This design comes from an exercise in tuning for small area and a short achievable clock period on the open sky130 flow, not from production work.
In this exercise RTL edits were held to simulation tests only and were not proved equivalent to the original.
Power is estimated from default activity; no workload was simulated.

## flow/design.v (module list and top-level ports; edited modules follow where they fit)
// module fpm: 2905 lines
// module fadd: 4 lines
// module bsel: 5 lines
// module ao22: 3 lines
// module hadd: 4 lines
module fpm(
    input [32:1] a,
    input [32:1] b,
    input clk,
    input rst,
    input in_valid,
    output [32:1] c,
    output out_valid
    );
  // ...
==> flow/flow/run.sh <==
#!/bin/bash
set -euo pipefail
export BUFFER_PORTS_ARGS="-buffer_cell sky130_fd_sc_hd__buf_2"
bash standard.sh > standard.log 2>&1
==> flow/standard.sh <==
#!/bin/bash
# synth_recipe.tcl (not shown) runs the flow's synth.tcl, then flattens the netlist and writes it again
# the make line also repeats each setting of config.mk as NAME=value (left out here)
make -C /OpenROAD-flow-scripts/flow DESIGN_CONFIG=/design/flow/config.mk WORK_HOME=/design/flow/orfs CLKGATE_MAP_FILE= SYNTH_SCRIPT=/design/flow/synth_recipe.tcl "${@:-finish}"
==> flow/config.mk <==
export PLATFORM = sky130hd
export DESIGN_NAME = fpm
export DESIGN_NICKNAME = fpm
export VERILOG_FILES = /design/flow/design.v
export SDC_FILE = /design/flow/constraint.sdc
export NUM_CORES = 4
export LEC_CHECK = 0
export CAP_MARGIN = 50
export CORE_MARGIN = 2
export CORE_UTILIZATION = 60
export SETUP_SLACK_MARGIN = 3.0
export SLEW_MARGIN = 70
export SYNTH_HIERARCHICAL = 1
export SYNTH_MINIMUM_KEEP_SIZE = 0
export TNS_END_PERCENT = 0
==> flow/constraint.sdc <==
create_clock -name core_clock -period 5.0 [get_ports {clk}]
set_input_delay 1.0000 -clock core_clock [delete_from_list [all_inputs] [get_ports {clk}]]
set_output_delay 1.0000 -clock core_clock [all_outputs]
set_load 0.01 [all_outputs]
==> out/qor.csv, run 1 <==
metric,value,unit
Starting Density,60.7,%
# nets final,2395,
largest family of logic cells by synthesized area,adder cells,
Adder-Cell Fraction of Synth Area,32.7,%
run status,timing/DRC/antenna clean,
"commonest non-fill, non-tap cell in the layout",dfxtp_1,
sequential fraction of the synthesis area,28.8,%
dpl cells,2291,
Metal-1 WL,23400,um
"Clk pin slew, worst setup/hold paths",60,ps
worst hold margin,327,ps
Root Driver,clkbuf_16,
Layout area overhead,24.1,%
buffering overhead,8.50,%
All-Layer GR Usage,34.9,%
HP Start,q1_w_S0_3,
Pwr Density,627,nW/um^2
Flop pwr share,25.8,%
register with the most flip-flops,q_c,
Detail Placement HPWL,39800,um
Slew Limit Fails,0,
CP Launch Type,input pin,
DP Worst Slack,1180,ps
Synth area leader,dfxtp_1,
WL met2,27400,um
post_cts resized,152,
most numerous cell in the Yosys netlist,xor2_1,
==> inputs of run 2 (changes only) <==
--- a/flow/config.mk
+++ b/flow/config.mk
@@ -10,3 +10,6 @@
 export CORE_UTILIZATION = 60
-export SETUP_SLACK_MARGIN = 3.0
+export CTS_BUF_LIST = sky130_fd_sc_hd__clkbuf_16
+export CTS_CLUSTER_DIAMETER = 80
+export CTS_CLUSTER_SIZE = 40
+export SETUP_SLACK_MARGIN = 2.7
 export SLEW_MARGIN = 70
==> run 2 against run 1 <==
  * Clock power fell by 36%
  * Design area fell by 3.8%
  * Final cell count fell by 1.8%
  * Die area did not move
  * Register-to-register slack got worse by 60 ps
  * Hold slack improved by 12 ps
  * Worst setup slack got worse by 72 ps
  * Synthesized cell count did not move
  * Critical endpoint is now q1_s603
  * Flip-flop and latch count did not move
  * Utilization fell by 2.8 points
  * Highest routed layer unchanged
==> out/qor.csv, run 2 <==
metric,value,unit,change
post-synth top area share,28.8,%,unchanged
sequential fraction of the synthesis area,28.8,%,unchanged
most numerous cell in the Yosys netlist,xor2_1,,unchanged
run status,timing/DRC/antenna clean,,unchanged
CTS tree,done,,unchanged
clk sinks,283,,unchanged
Starting Density,60.7,%,unchanged
All-Layer GR Usage,33.6,%,was 34.9%
fmax,351,MHz,was 360 MHz
Setup TNS,0,ps,unchanged
DIE AREA,34300,um^2,unchanged
most frequent cells in the layout,"dfxtp_1 (281), xor2_1 (272), a22o_1 (264)",,"was dfxtp_1 (279), xor2_1 (266), a22o_1 (264)"
n_diodes,0,,unchanged
Slew Limit Fails,0,,unchanged
Critical Path Sink,q1_s603,,was q1_c454
Root Driver,clkbuf_16,,unchanged
total CTS buffers,17,,was 31
maximum fanout along the worst path,8,,was 7
die span in x,185,um,unchanged
post-DR wirelength/cell,23.9,um,was 24.3 um
Routed Antenna Nets,0,,unchanged
Final Hold Vio Count,0,,unchanged
worst flop-to-flop path startpoint,q2_c726,,was q2_s611
Crit Path Class,in -> reg,,unchanged
Hold Buf Count CTS,0,,unchanged
DRC,0,,unchanged
H-tree lvl count,1,,unchanged
# nets final,2364,,was 2395
ys flop type,dfxtp_1,,unchanged
max_cap viols,0,,unchanged
Yosys reg bits,283,,unchanged
Commonest cells post-synth,"xor2_1 (285), dfxtp_1 (283), a22o_1 (264), fa_1 (253), ha_1 (109)",,unchanged
# IOs,100,,unchanged
skew final,40.4,ps,was 15.4 ps
Tmin final,2850,ps,was 2780 ps
die span in y,185,um,unchanged
mean number of vias per cell,6.16,,was 6.22
Mapped Cells,1694,,unchanged
CP Launch Type,input pin,,unchanged
"Clk pin slew, worst setup/hold paths",110,ps,was 60 ps
GPL Wtd Cong,0.933,,unchanged
layout cells sized above 1,19.5,%,was 22.5%
Post-synth EDFFs,0,,unchanged
CP endpoint kind,register,,unchanged
DR vias,14700,,was 15100
Placeable Area,32500,um^2,unchanged
Detail Placement HPWL,39800,um,unchanged
"commonest non-fill, non-tap cell in the layout",dfxtp_1,,unchanged
Pwr Density,594,nW/um^2,was 627 nW/um^2
utilization after layout,72.4,%,was 75.3%
Max Buffers Root-to-Sink,3,,unchanged
Post-Syn Area,19700,um^2,unchanged
Max IR drop VDD,465,uV,was 486 uV
Critical Path AT,3250,ps,was 3220 ps
period utilisation layout,57.0,%,was 55.6%
Layout area overhead,19.4,%,was 24.1%
FILL cells,2379,,was 2248
setup repair after global routing missed its margin,true,,unchanged
drt first-iter violations,1452,,was 1609
register with the most flip-flops,q_c,,unchanged
reg2reg setup slack,2170,ps,was 2230 ps
CP required,5400,ps,was 5440 ps
reg2reg path depth,10,,unchanged
max reg flops,32,,unchanged
vias in the first global route,14900,,was 15200
global route overflow,0,,unchanged
PortBufs,99,,unchanged
iteration count of the initial detailed-routing pass,5,,was 8
HP Start,q1_w_S0_1,,was q1_w_S0_3
Regs by FF count,"q_c: 32 flops, vld: 3 flops",,unchanged
first-pass GRT wire length,86600,um,was 89500 um
endpoints failing setup,0,,unchanged
Synth cell types,57,,unchanged
largest net degree at the start of global routing,40,,was 28
Rows,66,,unchanged
Routed WL,57000,um,was 59200 um
FF-to-FF End,q_c[25],,was q_c[8]
Hold WC Path Type,reg -> reg,,unchanged
Mean Syn Cell Area,11.6,um^2,unchanged
asr flop ratio synth,0,%,unchanged
crit path from,b[7],,was b[3]
"Warnings, synthesis",7,,unchanged
most area-consuming cells after synthesis,"dfxtp_1 (29%), fa_1 (26%), xor2_1 (13%)",,unchanged
initial antenna violation count,1,,was 0
P_leak,10.3,nW,was 10.7 nW
clock latency on the worst-skew pair,550,ps,was 600 ps
Synth area leader,dfxtp_1,,unchanged
==> run 2: cell counts after synthesis <==
Identical to the previous run, type by type.
==> run 2: layout make-up <==
class	count	area, um^2	share of cell area (%)
repair buffers	221	1850	7.88
inverters	62	243	1.03
clock buffers	17	425	1.81
flip-flops and latches	283	5670	24.1
multi-input cells	1350	14500	61.8
clock inverters	13	250	1.06
well taps	442	553	2.35
==> run 2: logic make-up after synthesis <==
family / count (synthesis) / synth area share (%)
compound gates: 417 / 16.9
fa+ha+maj: 362 / 32.7
xor+xnor: 313 / 13.9
flops: 283 / 28.8
simple gates: 229 / 5.82
buf+inv: 86 / 1.70
mux: 3 / 0.153
other cells: 1 / 0.0191
==> run 2: repair_timing <==
| item | CTS | global route |
|---|---|---|
| pin swaps | 44 | 16 |
| resized for setup | 126 | 20 |
| buffers inserted | 55 | 6 |
| setup endpoints to repair | 205 | 193 |
| cloned | 3 | 3 |
==> run 2: per-stage QoR <==
step | worst slack, ps | std cells | instance area, um^2 | power (mW) | hold slack [ps]
after floorplan | 1760 | 1716 | 20400 | 9.33 | 310
after global placement | 1130 | 2268 | 21400 | 11.5 | 311
after detailed placement | 1180 | 2291 | 21700 | 11.9 | 312
after CTS | 2230 | 2379 | 23300 | 14.0 | 339
after global routing | 2110 | 2388 | 23500 | 15.3 | 345
final | 2150 | 2388 | 23500 | 14.0 | 339
==> run 2: metal layers <==
| layer | up-vias | global-route usage, % | routed length (um) |
|---|---|---|---|
| met4 | 4 | 13.1 | 2350 |
| met2 | 776 | 53.1 | 26300 |
| met5 | - | 1.33 | 72 |
| li1 | 6462 | - | - |
| met1 | 7315 | 45.4 | 22900 |
| met3 | 146 | 7.02 | 5310 |
==> run 2: worst min-delay path by stage <==
stage	slack, ps	cells after the start	endpoint
finish	340	0	q2_w_S0_1
global route	340	0	q2_w_S0_2
CTS	340	0	q2_w_S0_4
detailed placement	310	0	q2_w_S0_1
global placement	310	0	q2_w_S0_5
floorplan	310	0	q2_c934
==> run 2: critical path, cell delays in order <==
cell and delay [ps]:
buf_8 110, nand2b_4 150, o21ai_4 80, buf_8 140
buf_4 120, a22o_1 200, xor2_1 160, fa_2 410
fa_2 410, fa_1 450
==> run 2: per-module statistics from Yosys, one instance, submodules excluded <==
module  area, um^2  cells
bsel          8.76      1
hadd          12.5      1
fadd          20.0      1
ao22          8.76      1
fpm           9610    881
==> run 2: where the power goes <==
part | switching (mW) | internal, mW | leakage [nW]
Sequential | 0.484 | 3.45 | 2.38
Clock | 0.965 | 0.729 | 0.317
Combinational | 4.53 | 3.82 | 7.56
==> inputs of run 3 (changes only) <==
--- a/flow/config.mk
+++ b/flow/config.mk
@@ -10,5 +10,5 @@
 export CORE_UTILIZATION = 60
-export CTS_BUF_LIST = sky130_fd_sc_hd__clkbuf_16
-export CTS_CLUSTER_DIAMETER = 80
-export CTS_CLUSTER_SIZE = 40
+export CTS_BUF_LIST = sky130_fd_sc_hd__clkbuf_8 sky130_fd_sc_hd__clkbuf_16
+export CTS_CLUSTER_DIAMETER = 60
+export CTS_CLUSTER_SIZE = 25
 export SETUP_SLACK_MARGIN = 2.7
==> run 3 against run 2 <==
  * Critical path depth is 1 higher
  * Largest cell class unchanged
  * Largest power group unchanged
  * Fmax is 1.8% higher
  * Flip-flop and latch count stayed put
  * Synthesized cell count stayed put
  * Final cell count is 1.0% higher
  * Wire length is 1.5% higher
==> out/qor.csv, run 3 <==
metric,value,unit,change
run status,timing/DRC/antenna clean,,unchanged
setup repair after global routing missed its margin,true,,unchanged
most frequent cells in the layout,"dfxtp_1 (281), xor2_1 (274), a22o_1 (264)",,"was dfxtp_1 (281), xor2_1 (272), a22o_1 (264)"
Rows,66,,unchanged
CP required,5440,ps,was 5400 ps
first-pass GRT wire length,88300,um,was 86600 um
Tmin final,2800,ps,was 2850 ps
initial antenna violation count,2,,was 1
Max Buffers Root-to-Sink,3,,unchanged
drt first-iter violations,1333,,was 1452
worst flop-to-flop path startpoint,q2_c726,,unchanged
"slowest stage cell, crit path",o311a_4,,was fa_1
Critical Path AT,3240,ps,was 3250 ps
fmax,357,MHz,was 351 MHz
Slew Limit Fails,0,,unchanged
iteration count of the initial detailed-routing pass,5,,unchanged
PortBufs,99,,unchanged
Routed WL,57900,um,was 57000 um
Detail Placement HPWL,39800,um,unchanged
Regs by FF count,"q_c: 32 flops, vld: 3 flops",,unchanged
global route overflow,0,,unchanged
max reg flops,32,,unchanged
register with the most flip-flops,q_c,,unchanged
Placeable Area,32500,um^2,unchanged
skew final,17.2,ps,was 40.4 ps
Routed Antenna Nets,0,,unchanged
most numerous cell in the Yosys netlist,xor2_1,,unchanged
Metal-1 WL,22700,um,was 22900 um
# IOs,100,,unchanged
All-Layer GR Usage,34.4,%,was 33.6%
setup ws final,2200,ps,was 2150 ps
total CTS buffers,26,,was 17
clock latency on the worst-skew pair,580,ps,was 550 ps
"Clk pin slew, worst setup/hold paths",80,ps,was 110 ps
H-tree lvl count,1,,unchanged
Max IR drop VDD,409,uV,was 465 uV
Crit Path Class,reg -> reg,,was in -> reg
CTS tree,done,,unchanged
P_leak,10.5,nW,was 10.3 nW
Yosys reg bits,283,,unchanged
"commonest non-fill, non-tap cell in the layout",dfxtp_1,,unchanged
DIE AREA,34300,um^2,unchanged
Layout area overhead,21.6,%,was 19.4%
Mapped Cells,1694,,unchanged
asr flop ratio synth,0,%,unchanged
CP Launch Type,register,,was input pin
WL met3,5690,um,was 5310 um
most area-consuming cells after synthesis,"dfxtp_1 (29%), fa_1 (26%), xor2_1 (13%)",,unchanged
sequential fraction of the synthesis area,28.8,%,unchanged
CP Cell Sequence,"ha_4, a21o_1, a211oi_2, o2bb2ai_2, a31oi_4, o22ai_4, o311a_4, and2_4, buf_4, nor2_1, a211oi_4",,"was buf_8, nand2b_4, o21ai_4, buf_8, buf_4, a22o_1, xor2_1, fa_2, fa_2, fa_1"
worst hold margin,330,ps,was 339 ps
n_diodes,0,,unchanged
FILL cells,2325,,was 2379
crit path from,q2_c726,,was b[7]
reg2reg path depth,11,,was 10
ys flop type,dfxtp_1,,unchanged
top sig layer,met5,,unchanged
die span in x,185,um,unchanged
Post-synth EDFFs,0,,unchanged
Synth area leader,dfxtp_1,,unchanged
WHS Path Cells,0,,unchanged
Hold WC Path Type,reg -> reg,,unchanged
Final Hold Vio Count,0,,unchanged
layout cells sized above 1,20.3,%,was 19.5%
endpoints failing setup,0,,unchanged
HP Start,q1_s941,,was q1_w_S0_1
Root Driver,clkbuf_16,,unchanged
die span in y,185,um,unchanged
Hold Buf Count CTS,0,,unchanged
max_cap viols,0,,unchanged
Crit path largest cell delay,430,ps,was 450 ps
CP endpoint kind,register,,unchanged
Setup TNS,0,ps,unchanged
# nets final,2380,,was 2364
Starting Density,60.7,%,unchanged
largest net degree at the start of global routing,28,,was 40
"Warnings, synthesis",7,,unchanged
DP Worst Slack,1180,ps,unchanged
clk sinks,283,,unchanged
Synth cell types,57,,unchanged
Post-Syn Area,19700,um^2,unchanged
post-DR wirelength/cell,24.0,um,was 23.9 um
period utilisation layout,56.0,%,was 57.0%
WL met2,26200,um,was 26300 um
mean number of vias per cell,6.17,,was 6.16
vias in the first global route,15200,,was 14900
maximum fanout along the worst path,7,,was 8
DRC,0,,unchanged
Commonest cells post-synth,"xor2_1 (285), dfxtp_1 (283), a22o_1 (264), fa_1 (253), ha_1 (109)",,unchanged
GPL Wtd Cong,0.933,,unchanged
DR vias,14900,,was 14700
Mean Syn Cell Area,11.6,um^2,unchanged
post-synth top area share,28.8,%,unchanged
Pwr Density,614,nW/um^2,was 594 nW/um^2
run 3: cell count changes in the layout (fill, tap and decap cells not counted), sizes merged:
cell / previous run / this run
clkinv: 7 / 3
inv: 68 / 79
bufbuf: 1 / 2
clkbuf: 17 / 27
bufinv: 0 / 1
buf: 220 / 226
run 3: final timing paths:
kind / endpoint / slack (ps)
max: q_c[8] / 2200
min: q2_s941 / 330
max reg2reg: q_c[8] / 2200
min reg2reg: q2_s941 / 330
run 3: cell type report:
cell class                 count  area (um^2)  share of cell area (%)
clock buffer                  27          676                    2.82
clock inverter                21          323                    1.35
inverter                      62          238                   0.993
multi-input combinational   1350        14500                    60.7
sequential                   283         5670                    23.7
tap                          442          553                    2.31
timing repair buffer         228         1960                    8.18
run 3: per-layer routing:
layer,up-vias,GRT usage (%)
li1,6525,-
met1,7360,45.1
met2,803,52.9
met3,203,9.04
met4,6,16.6
met5,-,1.33
run 3: critical path, delay by kind of cell (launching register included):
kind / cells / cell delay, ps
adder cells (fa/ha/maj): 1 / 230
AO/OA/AOI/OAI: 7 / 1480
flip-flops: 1 / 370
buffers and inverters: 1 / 150
AND/OR/NAND/NOR: 2 / 440
run 3: cell families after synthesis:
logic type / synth area share [%]
AO/OA/AOI/OAI: 16.9
buffers and inverters: 1.70
adder cells (fa/ha/maj): 32.7
AND/OR/NAND/NOR: 5.82
other: 0.0191
flip-flops: 28.8
XOR/XNOR: 13.9
multiplexers: 0.153
run 3: what timing repair did:
item,in CTS,in global routing
gates resized for setup,142,2
cloned,8,0
pin swaps,55,2
setup endpoints to repair,203,191
setup buffers,64,2
run 3: through the flow:
| stage | power (mW) | area (um^2) | std cells | util [%] |
|---|---|---|---|---|
| final | 14.7 | 23900 | 2413 | 73.7 |
| after detailed placement | 11.9 | 21700 | 2291 | 66.9 |
| after floorplan | 9.33 | 20400 | 1716 | - |
| after global routing | 16.1 | 23900 | 2413 | 73.7 |
| after CTS | 14.8 | 23900 | 2411 | 73.6 |
| after global placement | 11.5 | 21400 | 2268 | 66.0 |
run 3: Yosys stat by module (local to each module, per instance):
module  cells  copies in the design  flops+latches  area (um^2)
bsel        1                   264              0         8.76
fpm       881                     1            283         9610
fadd        1                   251              0         20.0
hadd        1                    34              0         12.5
ao22        1                   264              0         8.76
run 3: where the power goes:
group | internal [mW] | leakage [nW] | switching, mW | total [mW]
clock | 1.16 | 0.489 | 1.12 | 2.28
combinational | 3.89 | 7.61 | 4.58 | 8.47
sequential | 3.45 | 2.38 | 0.486 | 3.94
==> inputs of run 4 (changes only) <==
==> flow/flow/run.sh (replaced) <==
#!/bin/bash
set -euo pipefail
export BUFFER_PORTS_ARGS="-buffer_cell sky130_fd_sc_hd__buf_2"
export CTS_ARGS="-sink_clustering_enable -repair_clock_nets -buf_list sky130_fd_sc_hd__clkbuf_8 -sink_clustering_size 18 -sink_clustering_max_diameter 50 -dont_use_dummy_load"
bash standard.sh > standard.log 2>&1
--- a/flow/config.mk
+++ b/flow/config.mk
@@ -10,5 +10,5 @@
 export CORE_UTILIZATION = 60
-export CTS_BUF_LIST = sky130_fd_sc_hd__clkbuf_8 sky130_fd_sc_hd__clkbuf_16
-export CTS_CLUSTER_DIAMETER = 60
-export CTS_CLUSTER_SIZE = 25
+export CTS_BUF_LIST = sky130_fd_sc_hd__clkbuf_8
+export CTS_CLUSTER_DIAMETER = 50
+export CTS_CLUSTER_SIZE = 18
 export SETUP_SLACK_MARGIN = 2.7
==> run 4 against run 3 <==
  * Register-to-register slack about the same
  * Via count shrank 1.5%
  * First-iteration DRC count down 2.9%
  * Fmax shrank 0.32%
  * Wire length decreased by 1.3%
  * Sequential share of layout area up 0.66 points
  * Synthesized cell count unchanged
  * Critical endpoint unchanged
==> out/qor.csv, run 4 <==
metric,value,unit,change
run status,timing/DRC/antenna clean,,unchanged
final cell count without fillers,2382,,was 2413
PortBufs,99,,unchanged
ys flop type,dfxtp_1,,unchanged
Flop pwr share,28.8,%,was 26.8%
Post-synth EDFFs,0,,unchanged
largest net degree at the start of global routing,28,,unchanged
total power,13.8,mW,was 14.7 mW
Root Driver,clkbuf_8,,was clkbuf_16
most numerous cell in the Yosys netlist,xor2_1,,unchanged
Routed Antenna Nets,0,,unchanged
global route overflow,0,,unchanged
CTS tree,done,,unchanged
reg2reg path depth,9,,was 11
Mean Syn Cell Area,11.6,um^2,unchanged
Detail Placement HPWL,39800,um,unchanged
setup repair after global routing missed its margin,true,,unchanged
"commonest non-fill, non-tap cell in the layout",dfxtp_1,,unchanged
CP top delay family,compound AO/OA/AOI/OAI gates,,unchanged
CP Cell Sequence,"ha_4, a21o_1, a211oi_2, o2bb2ai_2, a31oi_4, o22ai_4, o311a_4, and2_2, a211oi_2",,"was ha_4, a21o_1, a211oi_2, o2bb2ai_2, a31oi_4, o22ai_4, o311a_4, and2_4, buf_4, nor2_1, a211oi_4"
Tmin final,2810,ps,was 2800 ps
die span in y,185,um,unchanged
initial antenna violation count,3,,was 2
Rows,66,,unchanged
post-synth top area share,28.8,%,unchanged
Placeable Area,32500,um^2,unchanged
Sw Share,42.4,%,was 42.2%
"slowest stage cell, crit path",o311a_4,,unchanged
DRC,0,,unchanged
GPL Wtd Cong,0.933,,unchanged
FILL cells,2402,,was 2325
Switching Power,5.83,mW,was 6.19 mW
CP endpoint kind,register,,unchanged
Pwr Density,590,nW/um^2,was 614 nW/um^2
register with the most flip-flops,q_c,,unchanged
DR vias,14700,,was 14900
Critical Path AT,3290,ps,was 3240 ps
fmax,356,MHz,was 357 MHz
mux cell area share after synthesis,0.153,%,unchanged
Layout area overhead,18.4,%,was 21.6%
Final Hold Vio Count,0,,unchanged
sequential fraction of the synthesis area,28.8,%,unchanged
"Warnings, synthesis",7,,unchanged
most area-consuming cells after synthesis,"dfxtp_1 (29%), fa_1 (26%), xor2_1 (13%)",,unchanged
post-DR wirelength/cell,24.0,um,about the same
CP Depth,9,,was 11
Routed WL,57100,um,was 57900 um
asr flop ratio synth,0,%,unchanged
drt first-iter violations,1294,,was 1333
clk sinks,283,,unchanged
simple-gate share of the synthesized area,5.82,%,unchanged
Setup TNS,0,ps,unchanged
clock network power share,9.3,%,was 15.5%
Max Buffers Root-to-Sink,3,,unchanged
vias in the first global route,15000,,was 15200
die span in x,185,um,unchanged
Yosys reg bits,283,,unchanged
max reg flops,32,,unchanged
Mapped Cells,1694,,unchanged
post-synthesis compound-gate area fraction,16.9,%,unchanged
H-tree lvl count,1,,unchanged
dpl cells,2291,,unchanged
most frequent cells in the layout,"dfxtp_1 (276), xor2_1 (269), a22o_1 (264)",,"was dfxtp_1 (281), xor2_1 (274), a22o_1 (264)"
Post-Syn Area,19700,um^2,unchanged
Adder-Cell Fraction of Synth Area,32.7,%,unchanged
P_leak,10.1,nW,was 10.5 nW
mean number of vias per cell,6.16,,was 6.17
total CTS buffers,31,,was 26
# IOs,100,,unchanged
iteration count of the initial detailed-routing pass,5,,unchanged
Synth cell types,57,,unchanged
clock latency on the worst-skew pair,630,ps,was 580 ps
Starting Density,60.7,%,unchanged
Hold WC Path Type,reg -> reg,,unchanged
# nets final,2370,,was 2380
Int Power,7.92,mW,was 8.50 mW
Commonest cells post-synth,"xor2_1 (285), dfxtp_1 (283), a22o_1 (264), fa_1 (253), ha_1 (109)",,unchanged
combinational share of power,61.9,%,was 57.7%
"Clk pin slew, worst setup/hold paths",100,ps,was 80 ps
utilization after layout,71.8,%,was 73.7%
period utilisation layout,56.2,%,was 56.0%
Max IR drop VDD,422,uV,was 409 uV
worst hold margin,278,ps,was 330 ps
Synth area leader,dfxtp_1,,unchanged
largest family of logic cells by synthesized area,adder cells,,unchanged
WHS Path Cells,0,,unchanged
Slew Limit Fails,0,,unchanged
Crit path top cell by count,a211oi_2,,
Regs by FF count,"q_c: 32 flops, vld: 3 flops",,unchanged
layout cells sized above 1,19.9,%,was 20.3%
All-Layer GR Usage,33.6,%,was 34.4%
max_cap viols,0,,unchanged
Crit Path Class,reg -> reg,,unchanged
Crit path largest cell delay,470,ps,was 430 ps
Buf/Inv on CP,0,,was 1
CP required,5480,ps,was 5440 ps
XOR/XNOR Fraction of Synth Area,13.9,%,unchanged
endpoints failing setup,0,,unchanged
first-pass GRT wire length,86400,um,was 88300 um
maximum fanout along the worst path,7,,unchanged
DIE AREA,34300,um^2,unchanged
CP Launch Type,register,,unchanged
skew final,62.7,ps,was 17.2 ps
run 4: final timing paths:
kind / startpoint / to / slack (ps)
min: q1_w_S0_3 / q2_w_S0_3 / 280
max reg2reg: q2_c726 / q_c[8] / 2190
max: q2_c726 / q_c[8] / 2190
min reg2reg: q1_w_S0_3 / q2_w_S0_3 / 280
run 4: cell type report:
type / count / area [um^2] / share of cell area [%]
multi-input combinational: 1351 / 14600 / 62.9
clock buffer: 31 / 427 / 1.83
tap: 442 / 553 / 2.37
timing repair buffer: 212 / 1770 / 7.58
sequential: 283 / 5670 / 24.3
antenna: 1 / 2.50 / 0.0107
inverter: 62 / 235 / 1.01
run 4: what timing repair did:
item	in CTS	in global routing
hold buffers	0	0
pin swaps	34	33
setup endpoints to repair	197	189
cloned	4	1
setup buffers	39	15
gates resized for setup	112	44
run 4: stage by stage:
stage                     cell area [um^2]  worst slack, ps
after global routing                 23300             2200
after detailed placement             21700             1180
after floorplan                      20400             1760
after CTS                            23000             2270
after global placement               21400             1130
final                                23300             2190
run 4: worst register-to-register path, delay by kind of cell (launching register included):
kind / cells / cell delay (ps)
compound gates: 7 / 1810
fa+ha+maj: 1 / 250
flops: 1 / 330
simple gates: 1 / 300
run 4: logic make-up (layout without fill, tap and decap cells):
kind of cell,count (synthesis),after routing
xor gates and xnor gates,313,313
AOI/OAI and AO/OA,417,417
adders and majority gates,362,362
other,1,24
buffers and inverters,86,305
and+or+nand+nor,229,233
muxes,3,3
DFF,283,283
run 4: power by group through the flow:
stage	Clock, mW	Combinational [mW]	Sequential (mW)
4_1_cts	1.32	8.38	3.95
3_3_place_gp	0	7.56	3.95
3_5_place_dp	0	7.91	3.98
2_1_floorplan	0	5.42	3.91
6_report	1.28	8.51	3.96
5_1_grt	1.42	9.65	4.06
run 4: Yosys stat by module, one instance, submodules excluded:
module	area (um^2)	times used	cells	flip-flops and latches
hadd	12.5	34	1	0
fadd	20.0	251	1	0
fpm	9610	1	881	283
bsel	8.76	264	1	0
ao22	8.76	264	1	0
run 4: per-layer routing:
layer,GRT usage [%],wire length (um),vias up
li1,-,-,6457
met1,44.3,22700,7251
met2,52.1,26100,786
met3,9.50,5710,179
met4,14.5,2640,6
met5,0,40,-
==> inputs of run 5 (changes only) <==
==> flow/flow/run.sh (replaced) <==
#!/bin/bash
set -euo pipefail
export BUFFER_PORTS_ARGS="-buffer_cell sky130_fd_sc_hd__buf_2"
bash standard.sh > standard.log 2>&1
==> run 5 against run 4 <==
  * Global-route usage decreased by 0.46 points
  * Register-to-register slack gained 70 ps
  * Total power is 4.1% higher
  * Highest routed layer unchanged
  * Sequential power barely moved
  * Design area barely moved
  * Worst setup slack better by 11 ps
  * Utilization rose by 0.050 points
  * First-iteration DRC count increased by 9.5%
  * Die area did not move
  * Clock skew shrank 19 ps
  * Count of clock-buffer cells in the layout grew 1
  * Critical endpoint is now q1_s503
==> out/qor.csv, run 5 <==
metric,value,unit,change
Routed Antenna Nets,0,,unchanged
Final Cell Area,23300,um^2,about the same
post-synthesis compound-gate area fraction,16.9,%,unchanged
Max IR drop VDD,431,uV,was 422 uV
CP Cell Sequence,"buf_4, nand2b_4, o21ai_4, buf_4, a22o_1, xor2_1, fa_2, fa_2, fa_1",,"was ha_4, a21o_1, a211oi_2, o2bb2ai_2, a31oi_4, o22ai_4, o311a_4, and2_2, a211oi_2"
Rows,66,,unchanged
iteration count of the initial detailed-routing pass,5,,unchanged
area of the multi-input gates,14500,um^2,was 14600 um^2
CP top delay family,adder cells,,was compound AO/OA/AOI/OAI gates
max reg flops,32,,unchanged
Crit Path Class,in -> reg,,was reg -> reg
CP Launch Type,input pin,,was register
Slew Limit Fails,0,,unchanged
register with the most flip-flops,q_c,,unchanged
Yosys reg bits,283,,unchanged
GPL Wtd Cong,0.933,,unchanged
GR peak layer,met2,,unchanged
Buf/Inv on CP,2,,was 0
DIE AREA,34300,um^2,unchanged
# nets final,2347,,was 2370
met1 usage,44.3,%,about the same
Crit path largest cell delay,480,ps,was 470 ps
Routed WL,56200,um,was 57100 um
total CTS buffers,31,,unchanged
Critical Path AT,3300,ps,was 3290 ps
DRC,0,,unchanged
first-pass GRT wire length,85600,um,was 86400 um
skew final,43.9,ps,was 62.7 ps
Placeable Area,32500,um^2,unchanged
reg2reg path depth,11,,was 9
clock latency on the worst-skew pair,660,ps,was 630 ps
vias in the first global route,14900,,was 15000
PortBufs,99,,unchanged
post-synth top area share,28.8,%,unchanged
Max Buffers Root-to-Sink,3,,unchanged
Mean Syn Cell Area,11.6,um^2,unchanged
Mapped Cells,1694,,unchanged
Hold Buf Count CTS,0,,unchanged
max_cap viols,0,,unchanged
FILL cells,2396,,was 2402
Detail Placement HPWL,39800,um,unchanged
Commonest cells post-synth,"xor2_1 (285), dfxtp_1 (283), a22o_1 (264), fa_1 (253), ha_1 (109)",,unchanged
Tmin final,2800,ps,was 2810 ps
period utilisation layout,56.0,%,was 56.2%
CTS tree,done,,unchanged
met2 Track Usage GR,51.1,%,was 52.1%
DP Area,21700,um^2,unchanged
Hold WC Path Type,reg -> reg,,unchanged
Adder-Cell Fraction of Synth Area,32.7,%,unchanged
run status,timing/DRC/antenna clean,,unchanged
CP Depth,9,,unchanged
register area,5670,um^2,about the same
total power,14.3,mW,was 13.8 mW
"Warnings, synthesis",7,,unchanged
Layout area overhead,18.5,%,was 18.4%
Pwr Density,614,nW/um^2,was 590 nW/um^2
XOR/XNOR Fraction of Synth Area,13.9,%,unchanged
post-DR wirelength/cell,23.6,um,was 24.0 um
"commonest non-fill, non-tap cell in the layout",dfxtp_1,,unchanged
endpoints failing setup,0,,unchanged
Root Driver,clkbuf_8,,unchanged
Starting Density,60.7,%,unchanged
DR vias,14700,,about the same
die span in y,185,um,unchanged
"slowest stage cell, crit path",fa_1,,was o311a_4
# IOs,100,,unchanged
die span in x,185,um,unchanged
global route overflow,0,,unchanged
P_leak,10.1,nW,about the same
ys flop type,dfxtp_1,,unchanged
asr flop ratio synth,0,%,unchanged
"Clk pin slew, worst setup/hold paths",100,ps,about the same
layout cells sized above 1,19.3,%,was 19.9%
Regs by FF count,"q_c: 32 flops, vld: 3 flops",,unchanged
maximum fanout along the worst path,7,,unchanged
Final Hold Vio Count,0,,unchanged
utilization after layout,71.9,%,was 71.8%
setup repair after global routing missed its margin,true,,unchanged
largest family of logic cells by synthesized area,adder cells,,unchanged
largest net degree at the start of global routing,28,,unchanged
n_diodes,0,,was 1
Post-Syn Area,19700,um^2,unchanged
initial antenna violation count,3,,unchanged
drt first-iter violations,1417,,was 1294
CP required,5500,ps,was 5480 ps
Setup TNS,0,ps,unchanged
clk sinks,283,,unchanged
met3 GRT Util,8.55,%,was 9.50%
mean number of vias per cell,6.15,,was 6.16
simple-gate share of the synthesized area,5.82,%,unchanged
Synth area leader,dfxtp_1,,unchanged
H-tree lvl count,1,,unchanged
CP endpoint kind,register,,unchanged
mux cell area share after synthesis,0.153,%,unchanged
most area-consuming cells after synthesis,"dfxtp_1 (29%), fa_1 (26%), xor2_1 (13%)",,unchanged
worst hold margin,319,ps,was 278 ps
All-Layer GR Usage,33.2,%,was 33.6%
fmax,357,MHz,was 356 MHz
WHS Path Cells,0,,unchanged
most frequent cells in the layout,"dfxtp_1 (279), xor2_1 (274), a22o_1 (264)",,"was dfxtp_1 (276), xor2_1 (269), a22o_1 (264)"
sequential fraction of the synthesis area,28.8,%,unchanged
most numerous cell in the Yosys netlist,xor2_1,,unchanged
Post-synth EDFFs,0,,unchanged
Synth cell types,57,,unchanged
[run 5: changes by cell type in the layout (fill, tap and decap cells not counted), sizes merged]
cell,change
bufinv,+4
clkinv,+9
buf,-20
clkinvlp,+2
inv,+11
diode,-1
clkbuf,-1
bufbuf,-1
[run 5: worst paths after layout]
path | start | end | slack (ps)
hold / removal | q1_w_S0_3 | q2_w_S0_3 | 320
setup / recovery | b[11] | q1_s503 | 2200
setup reg to reg | q2_c802 | q_c[8] | 2260
hold reg to reg | q1_w_S0_3 | q2_w_S0_3 | 320
[run 5: cell type report]
cell class | count | area share, %
Clock buffer | 32 | 1.89
Clock inverter | 26 | 1.66
Inverter | 62 | 1.01
Multi-Input combinational cell | 1351 | 62.4
Sequential cell | 283 | 24.3
Tap cell | 442 | 2.37
Timing Repair Buffer | 189 | 6.40
[run 5: kinds of logic after synthesis]
kind of cell | after synthesis
AO/OA/AOI/OAI | 417
adder cells (fa/ha/maj) | 362
XOR/XNOR | 313
flip-flops | 283
AND/OR/NAND/NOR | 229
buffers and inverters | 86
multiplexers | 3
other | 1
[run 5: Yosys stat by module, one instance, submodules excluded]
module	cell area, um^2	copies in the design	flops+latches	cells inside
fadd	20.0	251	0	1
bsel	8.76	264	0	1
fpm	9610	1	283	881
ao22	8.76	264	0	1
hadd	12.5	34	0	1
[run 5: layer usage]
metal | vias up | part of all wire (%)
met2 | 819 | 45
met3 | 180 | 9.6
met5 | - | 0.075
li1 | 6453 | -
met1 | 7207 | 40
met4 | 6 | 5.0
[run 5: timing repair]
action                                  in CTS  in global routing
cloned                                       3                  2
setup buffers                               27                  4
pin swaps                                   31                  6
endpoints found under the setup margin     193                192
resized for setup                           94                 16
[run 5: worst reg2reg max path: stages, from the launching register on]
cell      delay, ps
dfxtp_1         340
ha_2            320
a21oi_1         230
o21ai_2         150
a221oi_4        350
o22ai_4         140
a211oi_4        250
buf_6           190
and2_4          240
buf_4           150
nor2_2           50
a211oi_4        210
[run 5: per-stage QoR]
stage	setup WS, ps	std cells
2_1_floorplan	1760	1716
3_3_place_gp	1130	2268
3_5_place_dp	1180	2291
4_1_cts	2280	2379
5_1_grt	2140	2385
6_report	2200	2385
[run 5: where the power goes]
part	leakage [nW]	switching (mW)	internal [mW]
Clock	0.410	1.03	0.901
Combinational	7.35	4.57	3.89
Sequential	2.38	0.484	3.45
==> inputs of run 6 (changes only) <==
--- a/flow/config.mk
+++ b/flow/config.mk
@@ -13,2 +13,3 @@
 export CTS_CLUSTER_SIZE = 18
+export GPL_ROUTABILITY_DRIVEN = 0
 export SETUP_SLACK_MARGIN = 2.7
==> run 6 against run 5 <==
  * Sequential share of layout area decreased by 0.57 points
  * Synthesized area stayed put
  * Critical path depth unchanged
  * Clock skew decreased by 21 ps
  * Total power up 1.4%
  * Count of clock-buffer cells in the layout rose by 6
  * Design area rose by 2.4%
  * Global-route usage grew 1.7 points
  * Register-to-register slack got worse by 50 ps
==> out/qor.csv, run 6 <==
metric,value,unit,change
run status,timing/DRC/antenna clean,,unchanged
simple-gate share of the synthesized area,5.82,%,unchanged
met1 usage,45.1,%,was 44.3%
Max IR drop VDD,479,uV,was 431 uV
die span in y,185,um,unchanged
total CTS buffers,35,,was 31
Synth area leader,dfxtp_1,,unchanged
"Warnings, synthesis",7,,unchanged
Root Driver,clkbuf_8,,unchanged
Hold EP,q2_w_S0_2,,was q2_w_S0_3
Hold WC Path Type,reg -> reg,,unchanged
largest net degree at the start of global routing,28,,unchanged
maximum fanout along the worst path,7,,unchanged
"Clk pin slew, worst setup/hold paths",90,ps,was 100 ps
worst hold margin,323,ps,was 319 ps
post-synth top area share,28.8,%,unchanged
die span in x,185,um,unchanged
worst flop-to-flop path startpoint,q2_c612,,was q2_c802
Switching Power,6.13,mW,was 6.08 mW
most numerous cell in the Yosys netlist,xor2_1,,unchanged
WHS Path Cells,0,,unchanged
FILL cells,2368,,was 2396
initial antenna violation count,0,,was 3
clock network power share,13.9,%,was 13.5%
max reg flops,32,,unchanged
sequential fraction of the synthesis area,28.8,%,unchanged
setup repair after global routing missed its margin,true,,unchanged
"slowest stage cell, crit path",o311a_4,,was fa_1
# IOs,100,,unchanged
Placeable Area,32500,um^2,unchanged
"commonest non-fill, non-tap cell in the layout",dfxtp_1,,unchanged
CP endpoint kind,register,,unchanged
Max Buffers Root-to-Sink,3,,unchanged
drt first-iter violations,1465,,was 1417
max_cap viols,0,,unchanged
Post-synth EDFFs,0,,unchanged
PortBufs,99,,unchanged
Commonest cells post-synth,"xor2_1 (285), dfxtp_1 (283), a22o_1 (264), fa_1 (253), ha_1 (109)",,unchanged
DR vias,15300,,was 14700
most frequent cells in the layout,"dfxtp_1 (278), xor2_1 (266), a22o_1 (263)",,"was dfxtp_1 (279), xor2_1 (274), a22o_1 (264)"
first-pass GRT wire length,89100,um,was 85600 um
endpoints failing setup,0,,unchanged
Synth cell types,57,,unchanged
layout cells sized above 1,21.2,%,was 19.3%
met3 GRT Util,8.22,%,was 8.55%
clk sinks,283,,unchanged
period utilisation layout,55.8,%,was 56.0%
post-DR wirelength/cell,24.7,um,was 23.6 um
Crit path largest cell delay,450,ps,was 480 ps
FF-to-FF End,q_c[25],,was q_c[8]
Detail Placement HPWL,40400,um,was 39800 um
combinational share of power,58.9,%,was 59.1%
DRC,0,,unchanged
Crit Path Class,reg -> reg,,was in -> reg
Post-Syn Area,19700,um^2,unchanged
DIE AREA,34300,um^2,unchanged
GR peak layer,met2,,unchanged
Regs by FF count,"q_c: 32 flops, vld: 3 flops",,unchanged
CP Launch Type,register,,was input pin
global route overflow,0,,unchanged
Final Hold Vio Count,0,,unchanged
register with the most flip-flops,q_c,,unchanged
Rows,66,,unchanged
mean number of vias per cell,6.34,,was 6.15
Int Power,8.38,mW,was 8.24 mW
Mapped Cells,1694,,unchanged
All-Layer GR Usage,34.8,%,was 33.2%
H-tree lvl count,2,,was 1
setup ws final,2210,ps,was 2200 ps
total power,14.5,mW,was 14.3 mW
P_leak,10.4,nW,was 10.1 nW
asr flop ratio synth,0,%,unchanged
Yosys reg bits,283,,unchanged
mux cell area share after synthesis,0.153,%,unchanged
vias in the first global route,15400,,was 14900
Flop pwr share,27.2,%,was 27.5%
CTS tree,done,,unchanged
Tmin final,2790,ps,was 2800 ps
Layout area overhead,21.4,%,was 18.5%
Pwr Density,608,nW/um^2,was 614 nW/um^2
most area-consuming cells after synthesis,"dfxtp_1 (29%), fa_1 (26%), xor2_1 (13%)",,unchanged
Mean Syn Cell Area,11.6,um^2,unchanged
post-synthesis compound-gate area fraction,16.9,%,unchanged
skew final,23.1,ps,was 43.9 ps
ys flop type,dfxtp_1,,unchanged
n_diodes,0,,unchanged
Critical Path AT,3250,ps,was 3300 ps
largest family of logic cells by synthesized area,adder cells,,unchanged
reg2reg path depth,9,,was 11
Setup TNS,0,ps,unchanged
XOR/XNOR Fraction of Synth Area,13.9,%,unchanged
Routed Antenna Nets,0,,unchanged
Adder-Cell Fraction of Synth Area,32.7,%,unchanged
HP Start,q1_w_S0_2,,was q1_w_S0_3
fmax,358,MHz,was 357 MHz
# nets final,2370,,was 2347
reg2reg setup slack,2210,ps,was 2260 ps
CP Cell Sequence,"ha_1, nor2b_1, a41o_4, a31oi_4, o22ai_4, o311a_4, and2_4, a2111oi_4, a311oi_1",,"was buf_4, nand2b_4, o21ai_4, buf_4, a22o_1, xor2_1, fa_2, fa_2, fa_1"
met2 Track Usage GR,56.5,%,was 51.1%
Routed WL,59400,um,was 56200 um
clock latency on the worst-skew pair,580,ps,was 660 ps
Starting Density,60.7,%,unchanged
Slew Limit Fails,0,,unchanged
Sw Share,42.3,%,was 42.5%
iteration count of the initial detailed-routing pass,5,,unchanged
DP Worst Slack,1170,ps,was 1180 ps
CP required,5460,ps,was 5500 ps
-- run 6: final cells by class --
class                           instances  area, um^2  share of cell area [%]
Clock buffer                           38         523                    2.19
Clock inverter                         25         340                    1.42
Inverter                               62         249                    1.04
Multi-Input combinational cell       1351       14700                    61.4
Sequential cell                       283        5670                    23.7
Tap cell                              442         553                    2.32
Timing Repair Buffer                  208        1890                    7.90
-- run 6: cells by family (layout without fill, tap and decap cells) --
logic type | after synthesis | count (layout)
buffers and inverters | 86 | 333
xor gates and xnor gates | 313 | 313
AOI/OAI and AO/OA | 417 | 417
other | 1 | 23
DFF | 283 | 283
muxes | 3 | 3
and+or+nand+nor | 229 | 233
adders and majority gates | 362 | 362
-- run 6: timing repair --
action,CTS,global route
gates cloned,5,3
hold buffers,0,0
gates resized for setup,130,34
buffers inserted,38,13
endpoints found under the setup margin,202,193
pin swaps,47,19
-- run 6: power by group through the flow --
stage	Sequential (mW)	Combinational [mW]	Clock, mW
after global routing	4.05	9.69	2.14
after CTS	3.96	8.37	2.05
after floorplan	3.91	5.42	0
final	3.95	8.54	2.02
after global placement	3.96	7.54	0
after detailed placement	3.99	7.85	0
-- run 6: worst max path at each step --
stage          slack (ps)      end     from  depth (start not counted)
6_report             2210  q_c[25]  q2_c612                          9
5_1_grt              2170  q1_s379     b[3]                          8
4_1_cts              2280  q1_s379     b[3]                          9
3_5_place_dp         1170  q1_s603     b[6]                         10
3_3_place_gp          980  q1_s673     b[8]                          8
2_1_floorplan        1760  q1_s379     b[6]                          8
-- run 6: metrics by stage --
stage	utilization (%)	cell area, um^2	instances
after detailed placement	66.8	21700	2286
final	73.6	23900	2409
after CTS	72.3	23500	2392
after floorplan	-	20400	1716
after global placement	65.9	21400	2262
after global routing	73.6	23900	2409
-- run 6: metal layers --
layer	part of all wire, %	vias to the layer above	wire (um)
li1	-	6501	-
met3	10	211	5980
met1	39	7648	22900
met4	4.7	0	2800
met2	47	920	27700
met5	0	-	0
-- run 6: critical path: cells and delay by family (launching register included) --
family	cells	cell delay (ps)
AOI/OAI and AO/OA	6	1590
and+or+nand+nor	2	400
adders and majority gates	1	340
DFF	1	310
-- run 6: per-module statistics from Yosys (local to each module, per instance) --
module	flops+latches	cells
hadd	0	1
fpm	283	881
bsel	0	1
fadd	0	1
ao22	0	1
==> inputs of run 7 (changes only) <==
--- a/flow/config.mk
+++ b/flow/config.mk
@@ -13,3 +13,3 @@
 export CTS_CLUSTER_SIZE = 18
-export GPL_ROUTABILITY_DRIVEN = 0
+export PLACE_DENSITY_LB_ADDON = 0.2
 export SETUP_SLACK_MARGIN = 2.7
==> run 7 against run 6 <==
  * Utilization fell by 0.75 points
  * Fmax is 3.7% lower
  * First-iteration DRC count grew 31%
  * Largest power group unchanged
  * Clock power decreased by 2%
  * Critical path depth is the same
  * Clock skew grew 26 ps
  * Flip-flop and latch count is the same
  * Combinational power shrank 0.8%
  * Hold slack gained 5.3 ps
  * Total power shrank 0.93%
==> out/qor.csv, run 7 <==
metric,value,unit,change
Pwr Density,608,nW/um^2,about the same
Mapped Cells,1694,,unchanged
# IOs,100,,unchanged
register with the most flip-flops,q_c,,unchanged
ys flop type,dfxtp_1,,unchanged
Hold EP,q2_w_S0_8,,was q2_w_S0_2
Commonest cells post-synth,"xor2_1 (285), dfxtp_1 (283), a22o_1 (264), fa_1 (253), ha_1 (109)",,unchanged
Root Driver,clkbuf_8,,unchanged
area of the multi-input gates,14500,um^2,was 14700 um^2
global route overflow,0,,unchanged
vias in the first global route,15900,,was 15400
GPL Wtd Cong,0.901,,
Max IR drop VDD,412,uV,was 479 uV
layout cells sized above 1,20.3,%,was 21.2%
Final Cell Area,23600,um^2,was 23900 um^2
maximum fanout along the worst path,7,,unchanged
period utilisation layout,58.0,%,was 55.8%
iteration count of the initial detailed-routing pass,8,,was 5
total CTS buffers,36,,was 35
Slew Limit Fails,0,,unchanged
sequential fraction of the synthesis area,28.8,%,unchanged
largest net degree at the start of global routing,29,,was 28
most frequent cells in the layout,"dfxtp_1 (279), xor2_1 (270), a22o_1 (264)",,"was dfxtp_1 (278), xor2_1 (266), a22o_1 (263)"
Routed WL,58300,um,was 59400 um
"slowest stage cell, crit path",fa_1,,was o311a_4
H-tree lvl count,2,,unchanged
Critical Path AT,3340,ps,was 3250 ps
Crit Path Class,in -> reg,,was reg -> reg
run status,timing/DRC/antenna clean,,unchanged
HP Start,q1_w_S0_8,,was q1_w_S0_2
Starting Density,60.7,%,unchanged
DRC,0,,unchanged
max_cap viols,0,,unchanged
first-pass GRT wire length,89000,um,was 89100 um
All-Layer GR Usage,34.4,%,was 34.8%
Hold WC Path Type,reg -> reg,,unchanged
clock latency on the worst-skew pair,570,ps,was 580 ps
PortBufs,99,,unchanged
clk sinks,283,,unchanged
Crit path largest cell delay,460,ps,was 450 ps
skew final,49.0,ps,was 23.1 ps
Max Buffers Root-to-Sink,3,,unchanged
asr flop ratio synth,0,%,unchanged
DR vias,15400,,was 15300
P_leak,10.3,nW,was 10.4 nW
post-synth top area share,28.8,%,unchanged
setup repair after global routing missed its margin,true,,unchanged
"Warnings, synthesis",7,,unchanged
drt first-iter violations,1925,,was 1465
CP required,5440,ps,was 5460 ps
Synth area leader,dfxtp_1,,unchanged
die span in y,185,um,unchanged
Rows,66,,unchanged
Post-Syn Area,19700,um^2,unchanged
FILL cells,2318,,was 2368
fmax,345,MHz,was 358 MHz
register area,5670,um^2,about the same
Post-synth EDFFs,0,,unchanged
max reg flops,32,,unchanged
endpoints failing setup,0,,unchanged
utilization after layout,72.9,%,was 73.6%
Yosys reg bits,283,,unchanged
Setup TNS,0,ps,unchanged
Detail Placement HPWL,39300,um,was 40400 um
Layout area overhead,20.1,%,was 21.4%
CP Launch Type,input pin,,was register
worst flop-to-flop path startpoint,q2_c726,,was q2_c612
CP Cell Sequence,"buf_4, nand2b_1, o21ai_4, buf_4, a22o_1, xor2_1, fa_2, fa_2, fa_1",,"was ha_1, nor2b_1, a41o_4, a31oi_4, o22ai_4, o311a_4, and2_4, a2111oi_4, a311oi_1"
DP Area,21700,um^2,about the same
initial antenna violation count,2,,was 0
CP endpoint kind,register,,unchanged
Buf/Inv on CP,2,,was 0
FF-to-FF End,q_c[29],,was q_c[25]
Regs by FF count,"q_c: 32 flops, vld: 3 flops",,unchanged
# nets final,2368,,was 2370
Tmin final,2900,ps,was 2790 ps
most numerous cell in the Yosys netlist,xor2_1,,unchanged
"Clk pin slew, worst setup/hold paths",90,ps,about the same
reg2reg setup slack,2200,ps,was 2210 ps
mean number of vias per cell,6.40,,was 6.34
Synth cell types,57,,unchanged
CP top delay family,adder cells,,was compound AO/OA/AOI/OAI gates
Hold Buf Count CTS,0,,unchanged
"commonest non-fill, non-tap cell in the layout",dfxtp_1,,unchanged
most area-consuming cells after synthesis,"dfxtp_1 (29%), fa_1 (26%), xor2_1 (13%)",,unchanged
DIE AREA,34300,um^2,unchanged
post-DR wirelength/cell,24.2,um,was 24.7 um
Mean Syn Cell Area,11.6,um^2,unchanged
Routed Antenna Nets,0,,unchanged
die span in x,185,um,unchanged
CTS tree,done,,unchanged
Final Hold Vio Count,0,,unchanged
WHS Path Cells,0,,unchanged
reg2reg path depth,11,,was 9
Placeable Area,32500,um^2,unchanged
[run 7: cells by family (layout without fill, tap and decap cells)]
logic type | count (synthesis) | count (layout) | synth area share [%]
XOR/XNOR | 313 | 313 | 13.9
buffers and inverters | 86 | 332 | 1.70
AND/OR/NAND/NOR | 229 | 233 | 5.82
other | 1 | 25 | 0.0191
flip-flops | 283 | 283 | 28.8
adder cells (fa/ha/maj) | 362 | 362 | 32.7
multiplexers | 3 | 3 | 0.153
AO/OA/AOI/OAI | 417 | 417 | 16.9
[run 7: worst reg2reg max path, stage by stage (launching register included)]
cell and delay [ps]:
dfxtp_2 340, ha_4 250, a21o_1 180, a211oi_2 230, o2bb2ai_2 120, a31oi_4 290, o22ai_4 160, o311a_4 450
buf_4 180, nand2_8 110, nor2_1 100, a311oi_1 290
[run 7: stage by stage]
stage	hold slack [ps]	setup slack, ps	instances	total power, mW
2_1_floorplan	310	1760	1716	9.33
3_3_place_gp	311	1050	2262	11.3
3_5_place_dp	312	1090	2285	11.8
4_1_cts	325	2150	2388	14.1
5_1_grt	334	2100	2409	15.8
6_report	329	2100	2410	14.4
[run 7: modules after synthesis, one instance, submodules excluded]
module | cell area (um^2) | cells inside
fpm | 9610 | 881
bsel | 8.76 | 1
ao22 | 8.76 | 1
fadd | 20.0 | 1
hadd | 12.5 | 1
[run 7: area by class of cell]
| class | instances | share of cell area [%] |
|---|---|---|
| timing repair buffer | 205 | 7.51 |
| sequential | 283 | 24.0 |
| antenna | 2 | 0.0212 |
| inverter | 62 | 1.03 |
| clock buffer | 42 | 2.44 |
| clock inverter | 23 | 1.21 |
| tap | 442 | 2.34 |
| multi-input combinational | 1351 | 61.5 |
[run 7: what timing repair did]
| item | 4_1_cts | 5_1_grt |
|---|---|---|
| setup endpoints to repair | 201 | 200 |
| buffers inserted | 33 | 16 |
| gates resized for setup | 84 | 49 |
| pin swaps | 28 | 23 |
| gates cloned | 5 | 2 |
[run 7: power breakdown]
group          internal (mW)  leakage (nW)  switching [mW]
Sequential              3.45          2.38           0.485
Clock                  0.983         0.423           0.994
Combinational           3.90          7.48            4.56
[run 7: worst max-delay path by stage]
stage / startpoint / end / cells past startpoint / slack (ps)
floorplan: b[6] / q1_s379 / 8 / 1760
global placement: b[10] / q1_s673 / 10 / 1050
detailed placement: b[8] / q1_s673 / 11 / 1090
CTS: b[6] / q1_s649 / 9 / 2150
global route: b[15] / q1_s777 / 9 / 2100
finish: b[15] / q1_s777 / 9 / 2100
[run 7: routing by layer]
| layer | up-vias | GRT usage (%) | share of wire (%) |
|---|---|---|---|
| met5 | - | 0 | 0 |
| met4 | 0 | 16.9 | 5.4 |
| met3 | 273 | 10.0 | 12 |
| met2 | 1083 | 53.4 | 46 |
| met1 | 7565 | 44.3 | 37 |
| li1 | 6503 | - | - |
==> inputs of run 8 (changes only) <==
--- a/flow/config.mk
+++ b/flow/config.mk
@@ -9,3 +9,3 @@
 export CORE_MARGIN = 2
-export CORE_UTILIZATION = 60
+export CORE_UTILIZATION = 45
 export CTS_BUF_LIST = sky130_fd_sc_hd__clkbuf_8
@@ -13,3 +13,2 @@
 export CTS_CLUSTER_SIZE = 18
-export PLACE_DENSITY_LB_ADDON = 0.2
 export SETUP_SLACK_MARGIN = 2.7
==> run 8 against run 7 <==
  * Non-clock buffer count grew 15
  * Critical endpoint is now q1_s539
  * Global-route usage shrank 7.3 points
  * Sequential power is essentially flat
  * Fmax grew 2.3%
  * Total power is essentially flat
  * Flip-flop and latch count is the same
==> out/qor.csv, run 8 <==
metric,value,unit,change
Detail Placement HPWL,42100,um,was 39300 um
n_diodes,0,,was 2
Tmin final,2830,ps,was 2900 ps
max_cap viols,0,,unchanged
Root Driver,clkbuf_8,,unchanged
# IOs,100,,unchanged
clock latency on the worst-skew pair,620,ps,was 570 ps
"Clk pin slew, worst setup/hold paths",90,ps,about the same
mean number of vias per cell,5.81,,was 6.40
All-Layer GR Usage,27.1,%,was 34.4%
GPL Wtd Cong,0.870,,was 0.901
global route overflow,0,,unchanged
Yosys reg bits,283,,unchanged
clk sinks,283,,unchanged
PortBufs,99,,unchanged
register with the most flip-flops,q_c,,unchanged
ys flop type,dfxtp_1,,unchanged
Final Cell Area,23800,um^2,was 23600 um^2
vias in the first global route,15400,,was 15900
worst flop-to-flop path startpoint,q2_c590,,was q2_c726
most area-consuming cells after synthesis,"dfxtp_1 (29%), fa_1 (26%), xor2_1 (13%)",,unchanged
Slew Limit Fails,0,,unchanged
maximum fanout along the worst path,20,,was 7
reg2reg path depth,10,,was 11
most numerous cell in the Yosys netlist,xor2_1,,unchanged
DIE AREA,45400,um^2,was 34300 um^2
most frequent cells in the layout,"dfxtp_1 (279), xor2_1 (269), a22o_1 (264)",,"was dfxtp_1 (279), xor2_1 (270), a22o_1 (264)"
Max IR drop VDD,275,uV,was 412 uV
Routed Antenna Nets,0,,unchanged
Mapped Cells,1694,,unchanged
Layout area overhead,21.2,%,was 20.1%
Mean Syn Cell Area,11.6,um^2,unchanged
reg2reg setup slack,2200,ps,about the same
period utilisation layout,56.7,%,was 58.0%
asr flop ratio synth,0,%,unchanged
Post-Syn Area,19700,um^2,unchanged
post-DR wirelength/cell,23.5,um,was 24.2 um
Rows,76,,was 66
max reg flops,32,,unchanged
Commonest cells post-synth,"xor2_1 (285), dfxtp_1 (283), a22o_1 (264), fa_1 (253), ha_1 (109)",,unchanged
Placeable Area,43200,um^2,was 32500 um^2
WHS Path Cells,0,,unchanged
DR vias,14900,,was 15400
endpoints failing setup,0,,unchanged
Max Buffers Root-to-Sink,3,,unchanged
setup repair after global routing missed its margin,true,,unchanged
initial antenna violation count,0,,was 2
Hold Buf Count CTS,0,,unchanged
Hold WC Path Type,reg -> reg,,unchanged
Crit Path Class,in -> reg,,unchanged
P_leak,10.3,nW,about the same
CP endpoint kind,register,,unchanged
"commonest non-fill, non-tap cell in the layout",dfxtp_1,,unchanged
# nets final,2382,,was 2368
post-synth top area share,28.8,%,unchanged
Starting Density,45.6,%,was 60.7%
crit path from,b[6],,was b[15]
Synth cell types,57,,unchanged
Critical Path AT,3310,ps,was 3340 ps
"Warnings, synthesis",7,,unchanged
HP Start,q1_w_S0_2,,was q1_w_S0_8
skew final,27.3,ps,was 49.0 ps
Routed WL,60300,um,was 58300 um
total CTS buffers,35,,was 36
sequential fraction of the synthesis area,28.8,%,unchanged
CP Launch Type,input pin,,unchanged
Synth area leader,dfxtp_1,,unchanged
run status,timing/DRC/antenna clean,,unchanged
layout cells sized above 1,21.3,%,was 20.3%
DP Area,22000,um^2,was 21700 um^2
FILL cells,3797,,was 2318
die span in y,213,um,was 185 um
DRC,0,,unchanged
FF-to-FF End,q_c[25],,was q_c[29]
die span in x,213,um,was 185 um
drt first-iter violations,1474,,was 1925
Setup TNS,0,ps,unchanged
first-pass GRT wire length,91700,um,was 89000 um
iteration count of the initial detailed-routing pass,5,,was 8
Regs by FF count,"q_c: 32 flops, vld: 3 flops",,unchanged
Final Hold Vio Count,0,,unchanged
CTS tree,done,,unchanged
largest net degree at the start of global routing,28,,was 29
worst hold margin,328,ps,was 329 ps
CP required,5480,ps,was 5440 ps
Pwr Density,603,nW/um^2,was 608 nW/um^2
H-tree lvl count,2,,unchanged
fmax,353,MHz,was 345 MHz
Post-synth EDFFs,0,,unchanged
Hold EP,q2_w_S0_2,,was q2_w_S0_8
[run 8: final cells by class]
cell class / instances / area [um^2] / area share, %
inverters: 62 / 248 / 1.04
well taps: 585 / 732 / 3.07
multi-input cells: 1351 / 14600 / 61.1
clock buffers: 38 / 523 / 2.19
flip-flops and latches: 283 / 5670 / 23.8
repair buffers: 220 / 1800 / 7.54
clock inverters: 26 / 295 / 1.24
[run 8: per-layer routing]
metal	GRT usage (%)	vias to the layer above	part of all wire [%]
li1	-	6529	-
met1	38.4	7524	43
met2	41.4	721	45
met3	4.79	116	9.0
met4	10.3	0	3.3
met5	0	-	0
[run 8: cell families (layout without fill, tap and decap cells)]
| kind of cell | Yosys count | after routing | share of synthesized area, % |
|---|---|---|---|
| AO/OA/AOI/OAI | 417 | 417 | 16.9 |
| adder cells (fa/ha/maj) | 362 | 362 | 32.7 |
| XOR/XNOR | 313 | 313 | 13.9 |
| flip-flops | 283 | 283 | 28.8 |
| AND/OR/NAND/NOR | 229 | 233 | 5.82 |
| buffers and inverters | 86 | 346 | 1.70 |
| multiplexers | 3 | 3 | 0.153 |
| other | 1 | 23 | 0.0191 |
[run 8: critical path, stage by stage]
cell        delay, ps
buf_16            160
clkinvlp_4        130
nand3_2           100
o21ai_4            90
buf_4             150
buf_4             140
a22o_1            200
xor2_1            310
fa_1              520
fa_1              490
[run 8: modules after synthesis (local to each module, per instance)]
module,cells,cell area (um^2),flip-flops and latches
fadd,1,20.0,0
ao22,1,8.76,0
bsel,1,8.76,0
fpm,881,9610,283
hadd,1,12.5,0
[run 8: stage by stage]
step	power [mW]	setup WS, ps	cells	utilization [%]
after floorplan	9.33	1760	1716	-
after global placement	11.6	1050	2414	50.1
after detailed placement	11.9	910	2442	51.0
after CTS	14.5	2250	2563	55.0
after global routing	15.9	2110	2565	55.2
final	14.4	2170	2565	55.2
[run 8: worst max path at each step]
stage,endpoint,slack [ps],depth (start not counted)
2_1_floorplan,q1_s379,1760,8
3_3_place_gp,q1_s427,1050,10
3_5_place_dp,q1_s441,910,11
4_1_cts,q1_s673,2250,11
5_1_grt,q1_s379,2110,9
6_report,q1_s539,2170,10
[run 8: what timing repair did]
action                                  in CTS  in global routing
buffers inserted                            52                  1
endpoints found under the setup margin     200                195
cloned                                       5                  0
gates resized for setup                    117                 10
pin swaps                                   49                  4
[run 8: report_power, final]
| group | total, mW | internal (mW) | switching (mW) |
|---|---|---|---|
| combinational | 8.50 | 3.88 | 4.62 |
| clock | 1.94 | 0.897 | 1.04 |
| sequential | 3.94 | 3.45 | 0.492 |
| total | 14.4 | 8.23 | 6.15 |
==> inputs of run 9 (changes only) <==
--- a/flow/config.mk
+++ b/flow/config.mk
@@ -9,3 +9,3 @@
 export CORE_MARGIN = 2
-export CORE_UTILIZATION = 45
+export CORE_UTILIZATION = 60
 export CTS_BUF_LIST = sky130_fd_sc_hd__clkbuf_8
@@ -13,3 +13,3 @@
 export CTS_CLUSTER_SIZE = 18
-export SETUP_SLACK_MARGIN = 2.7
+export SETUP_SLACK_MARGIN = 2.4
 export SLEW_MARGIN = 70
==> run 9 against run 8 <==
  * Highest routed layer is now met5
  * Register-to-register slack better by 60 ps
  * Sequential power hardly changed
  * Flip-flop and latch count stayed put
  * Critical endpoint is now q1_s503
  * Combinational power is 0.5% lower
==> out/qor.csv, run 9 <==
metric,value,unit,change
total power,14.3,mW,was 14.4 mW
All-Layer GR Usage,33.2,%,was 27.1%
"commonest non-fill, non-tap cell in the layout",dfxtp_1,,unchanged
Root Driver,clkbuf_8,,unchanged
FF-to-FF End,q_c[8],,was q_c[25]
Synth area leader,dfxtp_1,,unchanged
Tmin final,2800,ps,was 2830 ps
XOR/XNOR Fraction of Synth Area,13.9,%,unchanged
Int Power,8.24,mW,was 8.23 mW
iteration count of the initial detailed-routing pass,5,,unchanged
largest family of logic cells by synthesized area,adder cells,,unchanged
global route overflow,0,,unchanged
first-pass GRT wire length,85600,um,was 91700 um
CP top delay family,adder cells,,unchanged
total CTS buffers,31,,was 35
max_cap viols,0,,unchanged
endpoints failing setup,0,,unchanged
combinational share of power,59.1,%,about the same
Detail Placement HPWL,39800,um,was 42100 um
post-synthesis compound-gate area fraction,16.9,%,unchanged
WHS Path Cells,0,,unchanged
Max IR drop VDD,431,uV,was 275 uV
Regs by FF count,"q_c: 32 flops, vld: 3 flops",,unchanged
Crit Path Class,in -> reg,,unchanged
CP required,5500,ps,was 5480 ps
Slew Limit Fails,0,,unchanged
Routed WL,56200,um,was 60300 um
skew final,43.9,ps,was 27.3 ps
CP endpoint kind,register,,unchanged
Mean Syn Cell Area,11.6,um^2,unchanged
asr flop ratio synth,0,%,unchanged
Hold Buf Count CTS,0,,unchanged
Post-synth EDFFs,0,,unchanged
sequential fraction of the synthesis area,28.8,%,unchanged
Placeable Area,32500,um^2,was 43200 um^2
CP Depth,9,,was 10
Pwr Density,614,nW/um^2,was 603 nW/um^2
Routed Antenna Nets,0,,unchanged
vias in the first global route,14900,,was 15400
"Warnings, synthesis",7,,unchanged
clock network power share,13.5,%,about the same
largest net degree at the start of global routing,28,,unchanged
period utilisation layout,56.0,%,was 56.7%
clock latency on the worst-skew pair,660,ps,was 620 ps
Switching Power,6.08,mW,was 6.15 mW
"Clk pin slew, worst setup/hold paths",100,ps,was 90 ps
PortBufs,99,,unchanged
n_diodes,0,,unchanged
Flop pwr share,27.5,%,was 27.4%
Rows,66,,was 76
Post-Syn Area,19700,um^2,unchanged
Sw Share,42.5,%,was 42.8%
Crit path largest cell delay,480,ps,was 520 ps
drt first-iter violations,1417,,was 1474
setup repair after global routing missed its margin,true,,unchanged
die span in x,185,um,was 213 um
mux cell area share after synthesis,0.153,%,unchanged
crit path from,b[11],,was b[6]
GPL Wtd Cong,0.933,,was 0.870
register with the most flip-flops,q_c,,unchanged
# IOs,100,,unchanged
mean number of vias per cell,6.15,,was 5.81
Critical Path AT,3300,ps,was 3310 ps
run status,timing/DRC/antenna clean,,unchanged
Adder-Cell Fraction of Synth Area,32.7,%,unchanged
Hold WC Path Type,reg -> reg,,unchanged
reg2reg path depth,11,,was 10
Synth cell types,57,,unchanged
Max Buffers Root-to-Sink,3,,unchanged
CP Launch Type,input pin,,unchanged
DRC,0,,unchanged
worst hold margin,319,ps,was 328 ps
Mapped Cells,1694,,unchanged
post-synth top area share,28.8,%,unchanged
H-tree lvl count,1,,was 2
Final Hold Vio Count,0,,unchanged
ys flop type,dfxtp_1,,unchanged
Layout area overhead,18.5,%,was 21.2%
simple-gate share of the synthesized area,5.82,%,unchanged
CP Cell Sequence,"buf_4, nand2b_4, o21ai_4, buf_4, a22o_1, xor2_1, fa_2, fa_2, fa_1",,"was buf_16, clkinvlp_4, nand3_2, o21ai_4, buf_4, buf_4, a22o_1, xor2_1, fa_1, fa_1"
reg2reg setup slack,2260,ps,was 2200 ps
layout cells sized above 1,19.3,%,was 21.3%
clk sinks,283,,unchanged
Commonest cells post-synth,"xor2_1 (285), dfxtp_1 (283), a22o_1 (264), fa_1 (253), ha_1 (109)",,unchanged
Starting Density,60.7,%,was 45.6%
worst flop-to-flop path startpoint,q2_c802,,was q2_c590
# nets final,2347,,was 2382
most area-consuming cells after synthesis,"dfxtp_1 (29%), fa_1 (26%), xor2_1 (13%)",,unchanged
most frequent cells in the layout,"dfxtp_1 (279), xor2_1 (274), a22o_1 (264)",,"was dfxtp_1 (279), xor2_1 (269), a22o_1 (264)"
maximum fanout along the worst path,7,,was 20
max reg flops,32,,unchanged
P_leak,10.1,nW,was 10.3 nW
DR vias,14700,,was 14900
CTS tree,done,,unchanged
Buf/Inv on CP,2,,was 4
fmax,357,MHz,was 353 MHz
"slowest stage cell, crit path",fa_1,,unchanged
most numerous cell in the Yosys netlist,xor2_1,,unchanged
DIE AREA,34300,um^2,was 45400 um^2
Critical Path Sink,q1_s503,,was q1_s539
initial antenna violation count,3,,was 0
Setup TNS,0,ps,unchanged
Yosys reg bits,283,,unchanged
post-DR wirelength/cell,23.6,um,was 23.5 um
die span in y,185,um,was 213 um
## run 9: routing by layer
metal / wire [um] / part of all wire [%] / global-route usage (%) / up-vias
met5: 42 / 0.075 / 0 / -
met4: 2790 / 5.0 / 14.8 / 6
met3: 5400 / 9.6 / 8.55 / 180
met2: 25400 / 45 / 51.1 / 819
met1: 22500 / 40 / 44.3 / 7207
li1: - / - / - / 6453
## run 9: metrics by stage
stage	std cells	setup WS, ps	cell area [um^2]	util (%)
floorplan	1716	1760	20400	-
global placement	2268	1130	21400	66.0
detailed placement	2291	1180	21700	66.9
CTS	2379	2280	23200	71.4
global route	2385	2140	23300	71.9
finish	2385	2200	23300	71.9
## run 9: cells by family after synthesis
group | Yosys count
buffers and inverters | 86
adder cells (fa/ha/maj) | 362
multiplexers | 3
flip-flops | 283
AND/OR/NAND/NOR | 229
AO/OA/AOI/OAI | 417
other | 1
XOR/XNOR | 313
## run 9: area by class of cell
type                       instances  area, um^2
multi-input combinational       1351       14500
fill                            2396        9130
sequential                       283        5670
timing repair buffer             189        1490
tap                              442         553
clock buffer                      32         440
clock inverter                    26         387
inverter                          62         236
## run 9: per-module statistics from Yosys, one instance, submodules excluded
module	copies in the design	flops+latches
bsel	264	0
hadd	34	0
ao22	264	0
fpm	1	283
fadd	251	0
## run 9: power by group through the flow
stage | clock network, mW | logic (mW) | registers [mW]
CTS | 1.98 | 8.46 | 3.95
detailed placement | 0 | 7.91 | 3.98
finish | 1.93 | 8.46 | 3.93
floorplan | 0 | 5.42 | 3.91
global placement | 0 | 7.56 | 3.95
global route | 2.06 | 9.61 | 4.04
## run 9: how the worst min path moves through the flow
stage | slack, ps | from | to
2_1_floorplan | 310 | q1_c934 | q2_c934
3_3_place_gp | 310 | q1_w_S0_5 | q2_w_S0_5
3_5_place_dp | 310 | q1_w_S0_1 | q2_w_S0_1
4_1_cts | 320 | q1_w_S0_3 | q2_w_S0_3
5_1_grt | 310 | q1_w_S0_2 | q2_w_S0_2
6_report | 320 | q1_w_S0_3 | q2_w_S0_3
## run 9: timing repair
item,4_1_cts,5_1_grt
endpoints found under the setup margin,161,113
gates cloned,3,2
pin swaps,31,6
setup buffers,27,4
resized for setup,94,16

Setup slack of run 9, layout unchanged: 2.200 ns with ideal ports, 2.096 ns with driving cells assumed (clock clkbuf_16, inputs buf_2), 1.406 ns with port delays also shifted by the 0.691 ns mid clock arrival.
